From an optimization exercise on the open Yosys and OpenROAD flow, aimed at small area and a short achievable clock period; shortcuts taken in it are not production practice.
At most, simulation tests tie the RTL to the original design; equivalence was not proved.
For run 2, only the layout was checked, not whether the RTL still works.

==> flow/design.v, too long to show whole: its modules and the start of the top module <==
// module mac: 2258 lines
// module mac_mux: 8 lines
// module mac_bsel: 10 lines
// module mac_bsel0: 8 lines
// module mac_bsel32: 9 lines
// module mac_fa: 9 lines
// module mac_fa1: 9 lines
// module mac_xnor2: 7 lines
// module mac_or2: 7 lines
// module mac_ha: 8 lines
// module mac_cpa: 648 lines
// module mac_ga: 8 lines
// module mac_gb: 8 lines
module mac #(
    parameter N = 32
  )(
    input  wire                clk,
    input  wire                arst_n,
    input  wire                ce,
    input  wire                sload,
    input  wire signed [N-1:0] A,
    input  wire signed [N-1:0] B,
    output wire                pvalid,
    output wire signed [N-1:0] P
  );
  // ...
==> flow/flow/run.sh <==
#!/bin/bash
# Layout flow: the standard flow (standard.sh) with four changes.
#  1. After the standard synthesis, combinational cells that ABC upsized but
#     that drive only a few loads get their smallest size back
#     (flow/downsize.tcl); nothing else in the netlist changes.
#  2. Ports are buffered with buf_2 cells instead of clkdlybuf4s50_1, the
#     delay cell that buffer_ports picks by default.
#  3. Timing repair aims at 9.3 ns of setup slack (a 7.2 ns period) instead
#     of config.mk's SETUP_SLACK_MARGIN; the clock and constraints are the same.
#  4. The pin placer keeps ce, arst_n, sload, pvalid and P on one edge
#     (flow/pins.tcl), so the paths from ce and arst_n to the outputs stay short.
# Each step's output goes to its own log here; ORFS's own logs are under orfs/logs.
set -euo pipefail
bash standard.sh synth > synth.log 2>&1
SYNTH_ODB=$PWD/orfs/results/sky130hd/mac/base/1_synth.odb \
  openroad -no_init -exit flow/downsize.tcl > downsize.log 2>&1
PRE_IO_PLACEMENT_TCL=$PWD/flow/pins.tcl \
BUFFER_PORTS_ARGS="-buffer_cell sky130_fd_sc_hd__buf_2" \
  bash standard.sh SETUP_SLACK_MARGIN=9.3 finish > layout.log 2>&1
==> flow/flow/downsize.tcl <==
# Give combinational cells that synthesis upsized, but that drive at most
# MAX_FANOUT loads, their smallest drive strength again. Registers, buffers
# and inverters are left alone; repair_design later fixes any slew or
# capacitance this breaks.
set max_fanout 3
set odb_file $::env(SYNTH_ODB)
read_db $odb_file
set db [ord::get_db]
set block [ord::get_db_block]
set count 0
foreach inst [$block getInsts] {
  set m [[$inst getMaster] getName]
  if {![regexp {^(sky130_fd_sc_hd__([a-z0-9]+))_([0-9]+)$} $m -> base kind size]} { continue }
  if {$size == 1 || $size == 0} { continue }
  if {[regexp {^(df|edf|sdf|dl|buf|clkbuf|inv|clkinv|dly|clkdly|conb|tap|fill|decap)} $kind]} { continue }
  set small [$db findMaster ${base}_1]
  if {$small eq "NULL"} { continue }
  set fanout 0
  foreach it [$inst getITerms] {
    if {![$it isOutputSignal]} { continue }
    set net [$it getNet]
    if {$net eq "NULL"} { continue }
    incr fanout [expr {[llength [$net getITerms]] - 1 + [llength [$net getBTerms]]}]
  }
  if {$fanout > $max_fanout} { continue }
  if {[$inst swapMaster $small]} { incr count }
}
puts "downsize: $count instances set to their smallest size"
write_db $odb_file
==> flow/flow/pins.tcl <==
# Keep the ports whose paths cross the design in one cycle (ce, arst_n ->
# P, pvalid) together on the top edge; the operands go on the other edges.
set_io_pin_constraint -pin_names {ce arst_n sload pvalid P[*]} -region top:*
set_io_pin_constraint -pin_names {A[*]} -region left:*
set_io_pin_constraint -pin_names {B[*]} -region right:*
==> flow/standard.sh <==
#!/bin/bash
# synth_recipe.tcl (not shown) runs the flow's synth.tcl, then flattens the netlist and writes it again
# the make line also repeats each setting of config.mk as NAME=value (left out here)
make -C /OpenROAD-flow-scripts/flow DESIGN_CONFIG=/design/flow/config.mk WORK_HOME=/design/flow/orfs CLKGATE_MAP_FILE= SYNTH_SCRIPT=/design/flow/synth_recipe.tcl "${@:-finish}"
==> flow/config.mk <==
export PLATFORM = sky130hd
export DESIGN_NAME = mac
export DESIGN_NICKNAME = mac
export VERILOG_FILES = /design/flow/design.v
export SDC_FILE = /design/flow/constraint.sdc
export NUM_CORES = 4
export LEC_CHECK = 0
export CAP_MARGIN = 20
export CORE_MARGIN = 2
export CORE_UTILIZATION = 70
export SETUP_SLACK_MARGIN = 5
export SLEW_MARGIN = 20
export SYNTH_HIERARCHICAL = 1
==> flow/constraint.sdc <==
create_clock -name core_clock -period 16.5 [get_ports {clk}]
set_input_delay 3.3000 -clock core_clock [delete_from_list [all_inputs] [get_ports {clk}]]
set_output_delay 3.3000 -clock core_clock [all_outputs]
set_load 0.01 [all_outputs]
==> flow_summary_export.csv, run 1 <==
group,metric,value,unit
status,run_status,"no timing/DRC/antenna violations",
timing,setup_viol,0,
cts,cts_resized,104,
worst_setup_path,path_delay_family,"multiplexers",
finish,register_area,4270,sq um
timing,setup-tns-final,0,ps
cts,cts_made_buffers,17,
timing,period_share,0.447,
worst_setup_path,reg2reg_depth,21,
logic_synthesis,synthCells,2287,
worst_setup_path,worstReg2RegEnd,"acc_hi[15]$_DFFE_PP_",
floorplanning,die_h,198,microns
finish,drive_above_1_share,0.108,
timing,slew_viol_final,0,
global_route,grtUsageTotal,0.519,
floorplanning,die_w,198,microns
worst_setup_path,cp_cell_sequence,"buf_12 > mux2_4 > and2_4 > buf_2",
cts,clockRootBuffer,"clkbuf_16",
finish,multi_input_area_share,0.749,
finish,final_nets,3147,
timing,timing.hold.ws,504,ps
logic_synthesis,yosysWarnings,7,
finish,num-nonclk-inverters,50,
timing,period_needed,7370,ps
global_route,antenna_found_initial,2,
timing,worst_pin_slew,1020,ps
worst_setup_path,path_depth,4,
cts,clkSinkCount,148,
worst_setup_path,crit_required,13200,ps
global_route,grt_pass1_vias,25298,
==> run 2, diff against run 1 <==
--- a/flow/design.v
+++ b/flow/design.v
@@ -65,21 +65,24 @@
     end else if (ce) begin
       sl <= sload;
       hz <= sl;
       pv <= sl & ~hz;
       v  <= sl;
     end
   end
   wire       show = sl & ~hz;
-  wire [3:0] pshow;
+  wire [7:0] pshow;
   generate
-    for (j = 0; j < 4; j = j + 1) begin : psel
-      mac_mux u_m (.s(ce), .a1(show), .a0(pv), .y(pshow[j]));
-      assign P[8*j+7:8*j] = acc_hi[8*j+7:8*j] & {8{pshow[j]}};
+    for (j = 0; j < 8; j = j + 1) begin : psel
+      wire n1, n0;
+      mac_nand2  u_n1 (.a(ce), .b(show), .y(n1));
+      mac_nand2b u_n0 (.an(ce), .b(pv), .y(n0));
+      mac_nand2  u_o  (.a(n1), .b(n0), .y(pshow[j]));
+      assign P[4*j+3:4*j] = acc_hi[4*j+3:4*j] & {4{pshow[j]}};
     end
   endgenerate
   assign pvalid = ce ? (sl & arst_n) : v;
   mac_cpa u_cpa (.x(row0), .y(row1), .s(sum));
   wire [32:0] pp0;
   wire [32:0] pp1;
   wire [32:0] pp2;
   wire [32:0] pp3;
@@ -2252,23 +2255,29 @@
   mac_fa u_fa_478 (.x(kc14), .y(fs477), .z(fc476), .s(fs478), .c(fc478));
   mac_fa1 u_fa1_15 (.x(acc_in[61]), .y(pp15[31]), .s(ks15), .c(kc15));
   mac_ha u_ha_46 (.x(ks15), .y(fc477), .s(hs46), .c(hc46));
   mac_fa u_fa_479 (.x(acc_in[62]), .y(pp15[32]), .z(kc15), .s(fs479), .c(fc479));
   assign is0 = ~acc_in[63];
   assign row0 = {fc479, hc46, fc478, hc45, fc475, hc44, fc470, hc43, fc463, hc42, fc454, hc41, fc443, hc40, fc430, hc39, fc415, hc38, fc398, hc37, fc379, hc36, fc358, hc35, fc335, hc34, fc310, hc33, fc283, hc32, fc254, hc31, hc30, hc29, hc28, hc27, hc26, fs168, hc24, hc23, hc22, hc21, hc20, hc19, hc18, hc17, hc16, hc15, hc14, hc13, hc12, hc11, fs29, hc9, hc8, fs15, fs11, hc5, fs5, fs3, fs1, fs0, pp0[1], pp0[0]};
   assign row1 = {is0, fs479, hs46, fs478, hs45, fs475, hs44, fs470, hs43, fs463, hs42, fs454, hs41, fs443, hs40, fs430, hs39, fs415, hs38, fs398, hs37, fs379, hs36, fs358, hs35, fs335, hs34, fs310, hs33, fs283, hs32, fs254, hs31, hs30, hs29, hs28, hs27, hs26, hs25, hs24, hs23, hs22, hs21, hs20, hs19, hs18, hs17, hs16, hs15, hs14, hs13, hs12, hs11, hs10, hs9, hs8, hs7, hs6, hs5, hs4, hs3, hs2, hs1, hs0};
 endmodule
-module mac_mux (
-    input  wire s,
-    input  wire a1,
-    input  wire a0,
+module mac_nand2 (
+    input  wire a,
+    input  wire b,
     output wire y
   );
-  assign y = s ? a1 : a0;
+  assign y = ~(a & b);
+endmodule
+module mac_nand2b (
+    input  wire an,
+    input  wire b,
+    output wire y
+  );
+  assign y = ~(~an & b);
 endmodule
 module mac_bsel (
     input  wire a1n,
     input  wire a0n,
     input  wire onen,
     input  wire twon,
     input  wire neg,
     output wire pp
==> flow_summary_export.csv, run 2 <==
group,metric,value,unit
route,vias,23529,
route,met2_length,41.4,mm
place,hpwl,56.1,mm
cts,path_clk_slew,70,ps
floorplanning,ios,101,
floorplanning,fp.dieArea,39300,sq um
timing,period_share,0.439,
logic_synthesis,synth.cell_area,26400,sq um
floorplanning,core,37400,sq um
worst_setup_path,worstPathArrival,3950,ps
timing,worst_pin_slew,1060,ps
place,gp_congestion,0.958,
finish,multi_input_area,22100,sq um
floorplanning,die_w,198,microns
timing,hold_viol_final,0,
cts,clkSinkCount,148,
worst_setup_path,cp_max_fo,6,
route,m1WireLength,32.0,mm
cts,clk_path_buf_depth,2,
global_route,grt_overflow,0,
global_route,grt_pass1_vias,25297,
finish,register_area,4270,sq um
floorplanning,rows,71,
worst_setup_path,start_kind,"input pin",
finish,layout.cells.non_filler,3033,
logic_synthesis,synth_nets,2966,
timing,timing.hold.ws,481,ps
cts,clk_latency,520,ps
logic_synthesis,avgSynthCellArea,11.4,sq um
finish,areaGrowthSynthToFinish,11.4,%
route,wl_per_cell,32.5,microns
global_route,grt_max_degree,80,
route,top_layer,"met4",
timing,slew_viol_final,0,
global_route,antenna_found_initial,1,
global_route,grtUsageTotal,0.518,
flow_run,cap_violations,0,
floorplanning,start_util,0.706,
route,ant_nets,0,
route,drt_iter0_drc,3991,
worst_setup_path,crit_required,13200,ps
place,dp_cells,2993,
finish,drive_above_1_share,0.110,
logic_synthesis,synthCells,2307,
finish,final_cell_mix,"533 x xor2_1, 495 x o22ai_1, 480 x fa_1",
route,met3_length,16.5,mm
finish,layout_commonest_cell,"xor2_1",
floorplanning,die_h,198,microns
min_path,min_path_type,"register to register",
timing,clock_skew,22.1,ps
finish,final_nets,3167,
worst_setup_path,endpoint_kind,"primary output",
timing,setup_viol,0,
route,route.detailed.drc,0,
timing,rsz0062_at_grt,"true",
timing,slew-limit-headroom,0.290,
timing,period_needed,7250,ps
cts,cts_made_buffers,17,
timing,clock.fmax,0.138,GHz
global_route,grt_pass1_wl,147,mm
timing,setup-tns-final,0,ps
worst_setup_path,critPathKind,"input pin to primary output",
status,run_status,"no timing/DRC/antenna violations",
cts,cts_tree,"yes",
route,wirelength,98.6,mm
cts,clockRootBuffer,"clkbuf_16",
finish,fillCellCount,2405,
route,dr.pass1.iters,8,
finish,reg.largest.list,"a_n: 32 flops, acc_hi: 32 flops, acc_lo: 32 flops",
route,vias_per_cell,7.76,
place,port-buffer-count,100,
cts,h-tree-depth,4,
logic_synthesis,yosysWarnings,7,
worst_setup_path,rrSetupSlack,9270,ps
## run 2: changes by cell type in the layout (fill, tap and decap cells not counted), moves of 4 or more
cell | previous run | this run
and2_1 | 2 | 6
nand2b_4 | 1 | 8
nand2_4 | 0 | 7
and2_4 | 30 | 26
mux2_4 | 4 | 0
nand2_1 | 41 | 48
buf_2 | 70 | 74
## run 2: through the flow
step / setup WS (ps) / util / area (sq um)
2_1_floorplan: 9540 / - / 26400
3_3_place_gp: 8940 / 0.751 / 28100
3_5_place_dp: 8940 / 0.751 / 28100
4_1_cts: 9280 / 0.776 / 29000
5_1_grt: 9240 / 0.786 / 29400
6_report: 9250 / 0.786 / 29400
## run 2: final timing paths
kind                                     from                     end  depth (start not counted)
setup / recovery                           ce                   P[18]                          5
hold / removal                  v$_DFFE_PN0P_           v$_DFFE_PN0P_                          2
setup reg to reg           one_n[3]$_DFFE_PP_    acc_hi[23]$_DFFE_PP_                         22
hold reg to reg                 v$_DFFE_PN0P_           v$_DFFE_PN0P_                          2
max in group asynchronous              arst_n          sl$_DFFE_PN1P_                          3
min in group asynchronous              arst_n  acc_lo[29]$_DFFE_PN0P_                          2
## run 2: critical path, stage by stage
cell and delay, ps:
buf_12 120, nand2b_4 150, nand2_4 120, and2_4 160, buf_6 100
## run 2: layout make-up
class                           count  area share
Multi-Input combinational cell   2100       0.751
Sequential cell                   148       0.145
Timing Repair Buffer              191      0.0570
Tap cell                          511      0.0217
Clock buffer                       18      0.0146
Inverter                           50     0.00638
Clock inverter                     14     0.00451
Antenna cell                        1   0.0000851
## run 2: timing repair
action | CTS | global route
resized for setup | 79 | 77
endpoints found under the setup margin | 43 | 40
setup buffers | 1 | 3
gates cloned | 2 | 1
pin swaps | 3 | 9
hold buffers | 0 | 0
## run 2: layer usage
metal | vias to the layer above | track usage
met4 | 0 | 0.341
met2 | 2603 | 0.749
met5 | - | 0.0153
li1 | 8797 | -
met3 | 843 | 0.227
met1 | 11286 | 0.630

-- what the ideal ports hide --
No port has a modelled driver above. Below, the same layouts with a new extraction and two added sets of constraints. Step 1, drivers: a clkbuf_16 drives clk and a buf_2 each remaining input, both assumed. Step 2 adds t to the input delays and takes it off the output delays; t is the mean of the earliest and latest rising clock arrival at the registers after step 1. Input paths then give back, and output paths get back, about the clock's delay inside the block. Slacks: ideal ports / drivers / drivers and shift; pairs: ideal ports / drivers.
run	t (ns)	setup slack, ns	worst slew at a driven data input, ns	cell pins on the clock port's net
run 1	0.568	9.126 / 9.073 / 9.073	0.07	1
run 2	0.565	9.249 / 9.044 / 9.044	0.23	1
After both steps setup and hold are still met in every run listed. For run 2, which loses most, drivers alone change the setup slack by -0.205 ns; drivers and shift together by -0.205 ns.
